What follows belongs to an exercise in optimizing a design on an open flow for small area; a production flow would make more cautious choices.
Where RTL was checked, it was by simulation tests only, not by an equivalence proof against the original.

==> run a: inputs <==
==> flow/design.v <==
`timescale 1ns / 1ps
module fir2n #(parameter WIDTH_DATA = 8, parameter N_TAPS = 16, parameter LOG2_N_TAPS = 4, parameter WIDTH_COEF0 = 8, parameter WIDTH_MAC_OUT = 8)(
    input clk, rst,
    input [WIDTH_DATA-1:0] din,
    output reg [WIDTH_MAC_OUT-1:0] dout
    );
    reg [4:0] cnt;           
    reg       flush;         
    wire [3:0] ph = cnt[3:0];
    always @(posedge clk) begin
        if (rst) begin
            cnt <= 5'd0;
            flush <= 1'b1;
        end else begin
            cnt <= cnt + 5'd1;
            if (cnt == 5'd30) flush <= 1'b0;
        end
    end
    reg [7:0] e0, e1;
    reg [7:0] l1 [0:16];
    reg [7:0] l2 [0:14];
    integer i;
    always @(posedge clk) begin
        if (ph == 4'd15) begin
            e0 <= din;
            e1 <= e0;
        end
        l1[0] <= flush ? 8'd0 : (ph == 4'd14 ? e1 : l1[16]);
        for (i = 1; i < 17; i = i + 1) l1[i] <= l1[i-1];
        l2[0] <= flush ? 8'd0 : (ph == 4'd13 ? l1[15] : l2[14]);
        for (i = 1; i < 15; i = i + 1) l2[i] <= l2[i-1];
    end
    reg [7:0] a, b;
    wire first = (ph == 4'd15);
    always @(posedge clk) begin
        a <= (first ? 8'd0 : a) + l1[0] + l2[0];
        b <= first ? 8'd0 : b - a;
    end
    always @(posedge clk) begin
        if (rst)
            dout <= 8'd0;
        else if (first)
            dout <= flush ? 8'd0 : {a[3:0] + b[7:4], b[3:0]};
    end
endmodule
==> flow/run.sh <==
#!/bin/bash
# synth_recipe.tcl (not shown) runs the flow's synth.tcl, then flattens the netlist and writes it again
# the make line also repeats each setting of config.mk as NAME=value (left out here)
make -C /OpenROAD-flow-scripts/flow DESIGN_CONFIG=/design/flow/config.mk WORK_HOME=/design/flow/orfs CLKGATE_MAP_FILE= SYNTH_SCRIPT=/design/flow/synth_recipe.tcl finish
==> flow/config.mk <==
export PLATFORM = sky130hd
export DESIGN_NAME = fir2n
export DESIGN_NICKNAME = fir2n
export VERILOG_FILES = /design/flow/design.v
export SDC_FILE = /design/flow/constraint.sdc
export NUM_CORES = 4
export LEC_CHECK = 0
export CAP_MARGIN = 20
export CORE_MARGIN = 2
export CORE_UTILIZATION = 70
export CTS_BUF_LIST = sky130_fd_sc_hd__clkbuf_8 sky130_fd_sc_hd__clkbuf_16
export CTS_CLUSTER_DIAMETER = 50
export CTS_CLUSTER_SIZE = 20
export SLEW_MARGIN = 20
==> flow/constraint.sdc <==
create_clock -name core_clock -period 4.5 [get_ports {clk}]
set_input_delay 0.9000 -clock core_clock [delete_from_list [all_inputs] [get_ports {clk}]]
set_output_delay 0.9000 -clock core_clock [all_outputs]
set_load 0.01 [all_outputs]
==> run b (differences from run a) <==
==> flow/design.v (replaced) <==
`timescale 1ns / 1ps
module fir2n #(parameter WIDTH_DATA = 8, parameter N_TAPS = 16, parameter LOG2_N_TAPS = 4, parameter WIDTH_COEF0 = 8, parameter WIDTH_MAC_OUT = 8)(
    input clk, rst,
    input [WIDTH_DATA-1:0] din,
    output reg [WIDTH_MAC_OUT-1:0] dout
    );
    reg [4:0] cnt;           
    reg       flush;         
    wire [3:0] ph = cnt[3:0];
    always @(posedge clk) begin
        if (rst) begin
            cnt <= 5'd0;
            flush <= 1'b1;
        end else begin
            cnt <= cnt + 5'd1;
            if (cnt == 5'd31) flush <= 1'b0;
        end
    end
    reg [7:0] e1;
    reg [7:0] l1 [0:16];
    reg [7:0] l2 [0:14];
    integer i;
    always @(posedge clk) begin
        l2[0] <= (flush | ph == 4'd13) ? l1[15] : l2[14];
        l2[1] <= (ph == 4'd15) ? din : l2[0];
        for (i = 2; i < 15; i = i + 1) l2[i] <= l2[i-1];
        if (ph == 4'd13) e1 <= l2[14];
        l1[0] <= flush ? 8'd0 : l1[16];
        for (i = 1; i < 16; i = i + 1) l1[i] <= l1[i-1];
        l1[16] <= (ph == 4'd13) ? e1 : l1[15];
    end
    reg [7:0] a, nb;
    wire first = (ph == 4'd15);
    wire [7:0] a0 = first ? 8'd0 : a;
    wire [7:0] s1 = a0 ^ l1[0] ^ l2[0];
    wire [7:0] c1 = (a0 & l1[0]) | (a0 & l2[0]) | (l1[0] & l2[0]);
    wire [7:0] sa, ca;
    wire [7:0] x2 = {c1[6:0], 1'b0};
    assign sa = s1 ^ x2 ^ {ca[6:0], 1'b0};
    assign ca = (s1 & x2) | (s1 & {ca[6:0], 1'b0}) | (x2 & {ca[6:0], 1'b0});
    wire [7:0] sb, cb;
    assign sb = nb ^ a ^ {cb[6:0], 1'b0};
    assign cb = (nb & a) | (nb & {cb[6:0], 1'b0}) | (a & {cb[6:0], 1'b0});
    always @(posedge clk) begin
        a <= sa;
        nb <= first ? 8'hff : sb;
    end
    wire [7:0] y = {a[3:0] + ~nb[7:4], ~nb[3:0]};
    always @(posedge clk) begin
        if (rst)
            dout <= 8'd0;
        else if (first)
            dout <= flush ? 8'd0 : y;
    end
endmodule
==> flow/flow/run.sh (new file) <==
#!/bin/bash
# Standard layout, with small port buffers, no CTS dummy loads and power (size) recovery.
bash standard.sh BUFFER_PORTS_ARGS="-buffer_cell sky130_fd_sc_hd__buf_1" RECOVER_POWER=100 \
  CTS_ARGS="-sink_clustering_enable -repair_clock_nets -dont_use_dummy_load -buf_list sky130_fd_sc_hd__clkbuf_16 -sink_clustering_size 40 -sink_clustering_max_diameter 60" \
  finish > standard.log 2>&1
==> flow/standard.sh (new file) <==
#!/bin/bash
# synth_recipe.tcl (not shown) runs the flow's synth.tcl, then flattens the netlist and writes it again
# the make line also repeats each setting of config.mk as NAME=value (left out here)
make -C /OpenROAD-flow-scripts/flow DESIGN_CONFIG=/design/flow/config.mk WORK_HOME=/design/flow/orfs CLKGATE_MAP_FILE= SYNTH_SCRIPT=/design/flow/synth_recipe.tcl "${@:-finish}"
CTS_BUF_LIST = default   (was sky130_fd_sc_hd__clkbuf_8 sky130_fd_sc_hd__clkbuf_16)
CTS_CLUSTER_DIAMETER = default   (was 50)
CTS_CLUSTER_SIZE = default   (was 20)
removed: flow/run.sh
==> impl_metrics.tcl <==
set metrics [dict create \
    period_share_pct 93.69 \
    drt_iter0_markers 82 \
    status "no timing/DRC/antenna violations" \
    synthSimpleGateAreaFrac_pct 5.447 \
    yosys.area.top_type_share_pct 78.63 \
    drt_first_pass_iters 6 \
    final.setup.worst_slack_ns 0.2840 \
    switchingPower_w 0.0007081 \
    nFillCells 619 \
]
[end of results for run b]
==> impl_metrics.tcl <==
set metrics [dict create \
    drt_iter0_markers 147 \
    nFillCells 634 \
    area_growth_syn_to_layout_pct 10.73 \
    largest_reg_flops 136 \
    switchingPower_w 0.0009849 \
    drt_first_pass_iters 4 \
    synthSimpleGateAreaFrac_pct 4.635 \
    yosys.area.top_type_share_pct 75.21 \
    final.setup.worst_slack_ns 0.8239 \
    status "no timing/DRC/antenna violations" \
    period_share_pct 81.69 \
    die_w_um 108.3 \
]
[end of results for run a]
No functional check of the RTL was part of run a.

port drivers added, routing unchanged:
No port has a modelled driver above. Below, the same layouts with a new extraction and two added sets of constraints. Step 1: set_driving_cell puts a clkbuf_16 on clk and a buf_2 on each other input, an assumption about the parent block. Step 2, shift: input delay + t, output delay - t, t = (earliest + latest rising clock arrival at the registers) / 2. This alone moves slack from input paths to output paths. Three values: ideal ports, drivers, drivers and shift; two values: the first two.
run | t, ns | setup WS [ns] | worst hold slack (ns) | worst setup path at the end
run a | 0.575 | 0.824 / 0.824 / 0.824 | 0.317 / 0.317 / 0.317 | register to register
run b | 0.493 | 0.284 / 0.284 / 0.284 | 0.301 / 0.301 / 0.301 | register to register
After both steps setup and hold are still met in every run listed.
